Context: an optimization exercise on an open-source flow, tuned for small area. The choices shown serve that exercise and are no tape-out recipe.
Where RTL was checked, it was by simulation tests only, not by an equivalence proof against the original.
The clock port is modelled as an ideal driver, which makes a skipped or thinned clock tree look cheaper than it is; a real chip needs a root buffer or a tree.
No activity file was given, so power comes from the tool's default toggle rates.

## run A
==> module VGA, before the edit <==
module VGA(
    input wire clk,
	input wire rst,
	input wire [15:0] H_Sync,
	input wire [15:0] H_BP,
	input wire [15:0] H_Act,
	input wire [15:0] H_FP,
	input wire [15:0] V_Sync,
	input wire [15:0] V_BP,
	input wire [15:0] V_Act,
	input wire [15:0] V_FP,
	output reg  DE_out,
	output reg 	H_Sync_out,
	output reg 	V_Sync_out,
	output wire tc,
	output reg [12:0] Hor_cnt,
	output reg [11:0] Ver_cnt
);
	reg [12:0] hd;
	reg [1:0]  hnp;
	reg [11:0] vd;
	reg [1:0]  vnp;
	wire [13:0] hz;
	wire [12:0] vz;
	wire [13:0] hc;
	wire [12:0] vc;
	assign hz[0] = 1'b1;
	assign vz[0] = tc;
	assign hc[0] = 1'b1;
	assign vc[0] = tc;
	genvar i;
	generate
		for (i = 0; i < 13; i = i + 1) begin : hchain
			assign hz[i+1] = hz[i] & ~hd[i];
			assign hc[i+1] = hc[i] & Hor_cnt[i];
		end
		for (i = 0; i < 12; i = i + 1) begin : vchain
			assign vz[i+1] = vz[i] & ~vd[i];
			assign vc[i+1] = vc[i] & Ver_cnt[i];
		end
	endgenerate
	wire hup0 = ~|hd[12:1];
	wire vup0 = ~|vd[11:1];
	wire hev = hd[0] & hup0;
	wire vev = vd[0] & vup0;
	assign tc = hev & (hnp == 2'd0);
	wire H_DE = (hnp == 2'd3);
	wire V_DE = (vnp == 2'd3);
	wire hl0 = ~rst | (hev & (hnp == 2'd0));
	wire hl1 =  rst &  hev & (hnp == 2'd1);
	wire hl2 =  rst &  hev & (hnp == 2'd2);
	wire hl3 =  rst &  hev & (hnp == 2'd3);
	wire vt  = tc & vev;
	wire vl0 = ~rst | (vt & (vnp == 2'd0));
	wire vl1 =  rst &  vt & (vnp == 2'd1);
	wire vl2 =  rst &  vt & (vnp == 2'd2);
	wire vl3 =  rst &  vt & (vnp == 2'd3);
	wire [12:0] hdec = hd ^ hz[12:0];
	wire [11:0] vdec = vd ^ vz[11:0];
	wire [12:0] hinc = Hor_cnt ^ hc[12:0];
	wire [11:0] vinc = Ver_cnt ^ vc[11:0];
	always @(posedge clk) begin
		hd <= ({13{rst}} & hdec)
		    | ({13{hl0}} & H_Sync[12:0]) | ({13{hl1}} & H_BP[12:0])
		    | ({13{hl2}} & H_Act[12:0])  | ({13{hl3}} & H_FP[12:0]);
		vd <= ({12{rst}} & vdec)
		    | ({12{vl0}} & V_Sync[11:0]) | ({12{vl1}} & V_BP[11:0])
		    | ({12{vl2}} & V_Act[11:0])  | ({12{vl3}} & V_FP[11:0]);
		if (rst == 1'b0 || tc)
			Hor_cnt <= 13'd0;
		else
			Hor_cnt <= hinc;
		if (rst == 1'b0 || (vt && vnp == 2'd0))
			Ver_cnt <= 12'd0;
		else
			Ver_cnt <= vinc;
		if (rst == 1'b0) begin
			hnp        <= 2'd1;
			H_Sync_out <= 1'b0;
		end else if (hev) begin
			hnp        <= hnp + 1'b1;
			H_Sync_out <= (hnp == 2'd0);
		end
		if (rst == 1'b0) begin
			vnp        <= 2'd1;
			V_Sync_out <= 1'b0;
		end else if (vt) begin
			vnp        <= vnp + 1'b1;
			V_Sync_out <= (vnp == 2'd0);
		end
		if (rst == 1'b0)
			DE_out <= 1'b0;
		else if (!tc)
			DE_out <= H_DE & V_DE;
	end
endmodule
Settings: LEC_CHECK=0, ABC_AREA=1, CAP_MARGIN=0, CORE_MARGIN=2, CORE_UTILIZATION=40, GPL_TIMING_DRIVEN=0, SLEW_MARGIN=0; clock period 10.0 ns.
standard.sh (not shown) runs the stock make flow with config.mk's settings and CLKGATE_MAP_FILE= SYNTH_SCRIPT=/design/flow/synth_recipe.tcl, a recipe that flattens the netlist after the stock synthesis.
==> flow/flow/run.sh <==
#!/bin/bash
# Standard ORFS layout, with three changes that only reduce cell area:
#  - the combinational logic of the standard synthesis is re-mapped by ABC for area
#    (registers untouched); the smallest of a few ABC scripts is kept,
#  - ports are buffered with sky130_fd_sc_hd__buf_1,
#  - the clock tree is one level: the clock port drives 4 buf_6, one per quarter
#    of the registers (flow/clock_groups.tcl, run after CTS).
set -euo pipefail
W=$PWD
F=$W/flow
R=$W/orfs/results/$FLOW_PLATFORM/VGA/base
LIBF=$FLOW_HOME/platforms/sky130hd/lib/sky130_fd_sc_hd__tt_025C_1v80.lib
DONTUSE=$(sed -n '/DONT_USE_CELLS +=/,/^#/p' $FLOW_HOME/platforms/sky130hd/config.mk | grep -o 'sky130_fd_sc_hd__[a-z0-9_]*' | tr '\n' ' ')
export BUFFER_PORTS_ARGS="-buffer_cell sky130_fd_sc_hd__buf_1"
export CTS_ARGS="-sink_clustering_enable -repair_clock_nets -buf_list sky130_fd_sc_hd__clkbuf_8 -root_buf sky130_fd_sc_hd__clkbuf_8 -dont_use_dummy_load"
export POST_CTS_TCL=$F/clock_groups.tcl
export FLOW_CLK=clk CLK_GROUPS=4 CLK_GROUP_BUF=sky130_fd_sc_hd__buf_6

bash standard.sh synth > $W/log_std_synth.txt 2>&1
cp $R/1_2_yosys.v $W/std_1_2_yosys.v
best=""; besta=""
for s in $F/area*.abc; do
  n=$(basename $s .abc)
  LIBF=$LIBF INV=$W/std_1_2_yosys.v OUTV=$W/reabc_$n.v ABCS=$s DONTUSE="$DONTUSE" \
    yosys -c $F/reabc.tcl > $W/log_reabc_$n.txt 2>&1 || continue
  a=$(grep 'Chip area' $W/log_reabc_$n.txt | tail -1 | awk '{print $NF}')
  if [[ -z "$best" ]] || awk "BEGIN{exit !($a < $besta)}"; then best=$n; besta=$a; fi
done
echo "re-mapped netlist: $best ($besta um2)" > $W/log_reabc_choice.txt
cp $W/reabc_$best.v $R/1_2_yosys.v
rm -f $R/1_synth.odb
bash standard.sh synth > $W/log_std_synth2.txt 2>&1
bash standard.sh finish > $W/log_std_finish.txt 2>&1
Other scripts of this flow, unchanged in this note and not shown: flow/flow/area1.abc, flow/flow/area10.abc, flow/flow/area2.abc, flow/flow/area3.abc, flow/flow/area4.abc, flow/flow/area5.abc, flow/flow/area6.abc, flow/flow/area7.abc, flow/flow/area8.abc, flow/flow/area9.abc, flow/flow/clock_groups.tcl, flow/flow/reabc.tcl
> inputs changed (run A -> run B)
diff --git a/flow/design.v b/flow/design.v
--- a/flow/design.v
+++ b/flow/design.v
@@ -21,27 +21,6 @@
 	reg [11:0] vd;
 	reg [1:0]  vnp;
-	wire [13:0] hz;
-	wire [12:0] vz;
-	wire [13:0] hc;
-	wire [12:0] vc;
-	assign hz[0] = 1'b1;
-	assign vz[0] = tc;
-	assign hc[0] = 1'b1;
-	assign vc[0] = tc;
-	genvar i;
-	generate
-		for (i = 0; i < 13; i = i + 1) begin : hchain
-			assign hz[i+1] = hz[i] & ~hd[i];
-			assign hc[i+1] = hc[i] & Hor_cnt[i];
-		end
-		for (i = 0; i < 12; i = i + 1) begin : vchain
-			assign vz[i+1] = vz[i] & ~vd[i];
-			assign vc[i+1] = vc[i] & Ver_cnt[i];
-		end
-	endgenerate
-	wire hup0 = ~|hd[12:1];
-	wire vup0 = ~|vd[11:1];
-	wire hev = hd[0] & hup0;
-	wire vev = vd[0] & vup0;
+	wire hev = (hd == 13'd1);
+	wire vev = (vd == 12'd1);
 	assign tc = hev & (hnp == 2'd0);
 	wire H_DE = (hnp == 2'd3);
@@ -56,8 +35,6 @@
 	wire vl2 =  rst &  vt & (vnp == 2'd2);
 	wire vl3 =  rst &  vt & (vnp == 2'd3);
-	wire [12:0] hdec = hd ^ hz[12:0];
-	wire [11:0] vdec = vd ^ vz[11:0];
-	wire [12:0] hinc = Hor_cnt ^ hc[12:0];
-	wire [11:0] vinc = Ver_cnt ^ vc[11:0];
+	wire [12:0] hdec = hd - 1'b1;
+	wire [11:0] vdec = vd - tc;
 	always @(posedge clk) begin
 		hd <= ({13{rst}} & hdec)
@@ -70,9 +47,9 @@
 			Hor_cnt <= 13'd0;
 		else
-			Hor_cnt <= hinc;
+			Hor_cnt <= Hor_cnt + 1'b1;
 		if (rst == 1'b0 || (vt && vnp == 2'd0))
 			Ver_cnt <= 12'd0;
 		else
-			Ver_cnt <= vinc;
+			Ver_cnt <= Ver_cnt + tc;
 		if (rst == 1'b0) begin
 			hnp        <= 2'd1;
[summary]
Delta (run B minus run A): post-placement worst setup slack fell 73 ps; global-route wire length before repair has decreased; via count now smaller; post-synthesis cell area did not really move.
Taking run A as the reference, in run B synthesized net count went down by about 1.8%; tap cell count was more or less identical; effective utilization at floorplan was more or less identical.
Cmp run B and run A / setup slack / lower: run B
Switching share of power: run B vs run A, no meaningful difference
Compared with run A, run B shows post-detailed-placement cell area higher by 1.1%.
Compare run B and run A | met3 capacity usage during global routing lower: run B
Delta (run B minus run A): total wire length after detailed routing lower, average cell area after synthesis increased by about 3% relative to the old numbers, cell total after placement went down.
Only the layout flow was run in run A; the RTL was not checked for function there.

-- re-timing with driven ports --
How much do the figures lean on ideal ports? The routed layouts below were timed once more, with nothing changed but the port constraints.
Step 1: set_driving_cell puts a clkbuf_16 on clk and a buf_2 on each other input, an assumption about the parent block.
Step 2 also shifts input and output timing later by t, the mid clock arrival at the registers, as if the neighbouring blocks saw the same clock.
Slacks: ideal ports / drivers / drivers and shift; pairs: ideal ports / drivers.
| run | t (ns) | slack for setup (ns) | worst hold slack (ns) | worst setup path at the end | pins driven straight from the clock port |
|---|---|---|---|---|---|
| run A | 0.184 | 5.025 / 5.063 / 4.878 | 0.457 / 0.457 / 0.457 | input to register | 4 |
| run B | 0.186 | 4.878 / 4.908 / 4.721 | 0.489 / 0.489 / 0.489 | input to register | 4 |
After both steps setup and hold are still met in every run listed. For run B, which loses most, drivers alone change the setup slack by +0.030 ns; drivers and shift together by -0.157 ns.
